Source: an optimization exercise on an open RTL-to-GDS flow (aim: small area). Production flows keep margins and buffers that such runs may drop.
Function was checked by simulation only, so behaviour that the tests miss may differ from the original.
Power is estimated from default activity; no workload was simulated.

Setup of the reference run:
// cic_filter
module cic_filter #(
    parameter INPUT_WIDTH  = 5,
    parameter R            = 16,
    parameter N            = 15,
    parameter M            = 1,
    parameter INTERNAL_WIDTH = INPUT_WIDTH + N * $clog2(R*M)
)(
    input  wire                          clk,
    input  wire                          rst_n,
    input  wire                          in_valid,
    input  wire signed [INPUT_WIDTH-1:0] in_data,
    output reg                           out_valid,
    output wire signed [INTERNAL_WIDTH-1:0] out_data
);
Size: ~6100 cells after synthesis, about 3100 flip-flops, about 74 I/O pins, ~97000 um2 of cells after synthesis.
clock: 15.0 ns
lec_check: 0
cap_margin: 20
core_margin: 2
core_utilization: 70
cts_buf_list: sky130_fd_sc_hd__clkbuf_8
place_density: 0.72
slew_margin: 20
standard.sh (not shown) runs the stock make flow with config.mk's settings and CLKGATE_MAP_FILE= SYNTH_SCRIPT=/design/flow/synth_recipe.tcl, a recipe that flattens the netlist after the stock synthesis.
==> flow/flow/run.sh <==
#!/bin/bash
# The standard layout (standard.sh), with two changes:
#  - clock tree synthesis uses larger sink clusters and adds no dummy loads;
#  - the port buffers are the smallest buffer cell.
# Each tool's full output is in the ORFS logs under orfs/logs; make's own
# output is in standard.log.
export CTS_ARGS="-sink_clustering_enable -repair_clock_nets -dont_use_dummy_load -buf_list sky130_fd_sc_hd__clkbuf_8 -sink_clustering_size 20 -sink_clustering_max_diameter 60"
export BUFFER_PORTS_ARGS="-buffer_cell sky130_fd_sc_hd__buf_1"
bash standard.sh > standard.log 2>&1
Relative to the reference run, the following input files were edited for the trial run:
--- a/flow/design.v
+++ b/flow/design.v
@@ -40,23 +40,21 @@
             cnt <= 0;
         end else begin
             xr <= in_valid ? in_data : {INPUT_WIDTH{1'b0}};
             g <= {g[NS-2:0], in_valid};
             gn <= {gn[NS-2:0], ~in_valid};
             gsign <= {gsign[NS-2:1], xr[INPUT_WIDTH-1]};
             ev <= {ev[NS-2:1], ev0};
             if (g[0]) cnt <= cnt + 1'b1;
         end
     end
-    localparam [N*W-1:0] IMASK = 975'h60000280000800003000014000040000180000a0000200000c00005000010000060000280000800003000014000040000180000a0000200000c00005000010000060000280000800003000014000040000180000a0000200000c00005000010000060000280000800003000014000040000180000600000;
-    reg  [N*W-1:0]  istore;
-    wire [N*W-1:0]  integ = istore ^ IMASK;
+    reg  [N*W-1:0]  integ;
     reg  [N*NS-1:0] icarry;    
     generate
         for (s = 0; s < NS; s = s + 1) begin : iseg
             for (k = 0; k < N; k = k + 1) begin : istage
                 wire [SW(s)-1:0] addend;
                 wire             cin;
                 if (k == 0) begin : first
                     if (s == 0)
                         assign addend = {{(SW(0)-INPUT_WIDTH){xr[INPUT_WIDTH-1]}}, xr};
                     else
@@ -66,23 +64,23 @@
                 end
                 if (s == 0) begin : c0
                     assign cin = (k == 0) ? 1'b0 : g[0];
                 end else begin : cn
                     assign cin = icarry[k*NS+s];
                 end
                 wire [SW(s):0] sum;
                 cic_rca #(.WIDTH(SW(s))) add (.a(integ[k*W+LO(s) +: SW(s)]), .b(addend), .ci(cin), .s(sum));
                 always @(posedge clk or negedge rst_n) begin
                     if (!rst_n) begin
-                        istore[k*W+LO(s) +: SW(s)] <= IMASK[k*W+LO(s) +: SW(s)];
+                        integ[k*W+LO(s) +: SW(s)] <= 0;
                     end else begin
-                        istore[k*W+LO(s) +: SW(s)] <= sum[SW(s)-1:0] ^ IMASK[k*W+LO(s) +: SW(s)];
+                        integ[k*W+LO(s) +: SW(s)] <= sum[SW(s)-1:0];
                     end
                 end
                 if (s < NS-1) begin : cout
                     always @(posedge clk or negedge rst_n) begin
                         if (!rst_n) icarry[k*NS+s+1] <= 1'b0;
                         else        icarry[k*NS+s+1] <= sum[SW(s)];
                     end
                 end
             end
         end
@@ -145,36 +143,36 @@
     generate
         for (s = 0; s < NS; s = s + 1) begin : cseg
             wire st, pr, la, pz, cin;
             if (s == 0) begin : c0
                 assign st = step0; assign pr = proc0; assign la = last0; assign pz = pre0;
                 assign cin = 1'b1;
             end else begin : cn
                 assign st = step_d[s]; assign pr = proc_d[s]; assign la = last_d[s]; assign pz = pre_d[s];
                 assign cin = ccarry[s];
             end
-            wire [SW(s)-1:0] src  = st ? dlat[LO(s) +: SW(s)] : ~acc[LO(s) +: SW(s)];
+            wire [SW(s)-1:0] src  = st ? dlat[LO(s) +: SW(s)] : acc[LO(s) +: SW(s)];
             wire [SW(s)-1:0] pnot = ~rp[LO(s) +: SW(s)];
             wire [SW(s):0]   dif;
             cic_rca #(.WIDTH(SW(s))) sub (.a(src), .b(pnot), .ci(cin), .s(dif));
             assign p_in[LO(s) +: SW(s)] = pr ? src : pz ? {SW(s){1'b0}} : rp[LO(s) +: SW(s)];
             wire [SW(s)-1:0] qshift = proc0 ? rq[W+LO(s) +: SW(s)] :
                                       pre0  ? {SW(s){1'b0}} : rq[LO(s) +: SW(s)];
             if (s == 0) begin : q0
                 assign q_in[LO(s) +: SW(s)]  = la ? dif[SW(s)-1:0] : qshift;
                 assign q_new[LO(s) +: SW(s)] = {SW(s){1'b0}};
             end else begin : qn
                 assign q_in[LO(s) +: SW(s)]  = qshift;
                 assign q_new[LO(s) +: SW(s)] = la ? dif[SW(s)-1:0] : rq[(L-s)*W+LO(s) +: SW(s)];
             end
             always @(posedge clk) begin
-                acc[LO(s) +: SW(s)] <= ~dif[SW(s)-1:0];
+                acc[LO(s) +: SW(s)] <= dif[SW(s)-1:0];
             end
             if (s < NS-1) begin : cout
                 always @(posedge clk) ccarry[s+1] <= dif[SW(s)];
             end
         end
     endgenerate
     always @(posedge clk) begin
         rp <= {p_in, rp[L*W-1:W]};
     end
     generate
- [compare] base=the reference run new=the trial run: maximum frequency up 0.37 MHz; placeable core region has increased.
- Compared with the reference run, the trial run ends up with more cell area.
- The reference run reports its last element of the critical path as istore[238] while the trial run reports integ[151].
- Overall power after layout, the reference run and the trial run, lower one = the reference run.
- On via count, the reference run and the trial run are basically level.

-- separate check: timing with driven ports --
The flow's constraints put no driver on any port. The routed layouts listed below were extracted and timed again, unchanged, in two steps. Step 1: set_driving_cell puts a clkbuf_16 on clk and a buf_2 on each other input, an assumption about the parent block. Step 2, shift: input delay + t, output delay - t, t = (earliest + latest rising clock arrival at the registers) / 2. This alone moves slack from input paths to output paths. a / b / c = ideal ports / drivers / drivers and shift; a / b = the first two.
| run | t, ns | setup WS [ns] | clock arrival spread, ns |
|---|---|---|---|
| the reference run | 0.953 | 3.567 / 3.567 / 3.567 | 0.112 / 0.112 |
| the trial run | 0.946 | 3.614 / 3.614 / 3.614 | 0.109 / 0.109 |
After both steps every run listed still meets setup and hold.
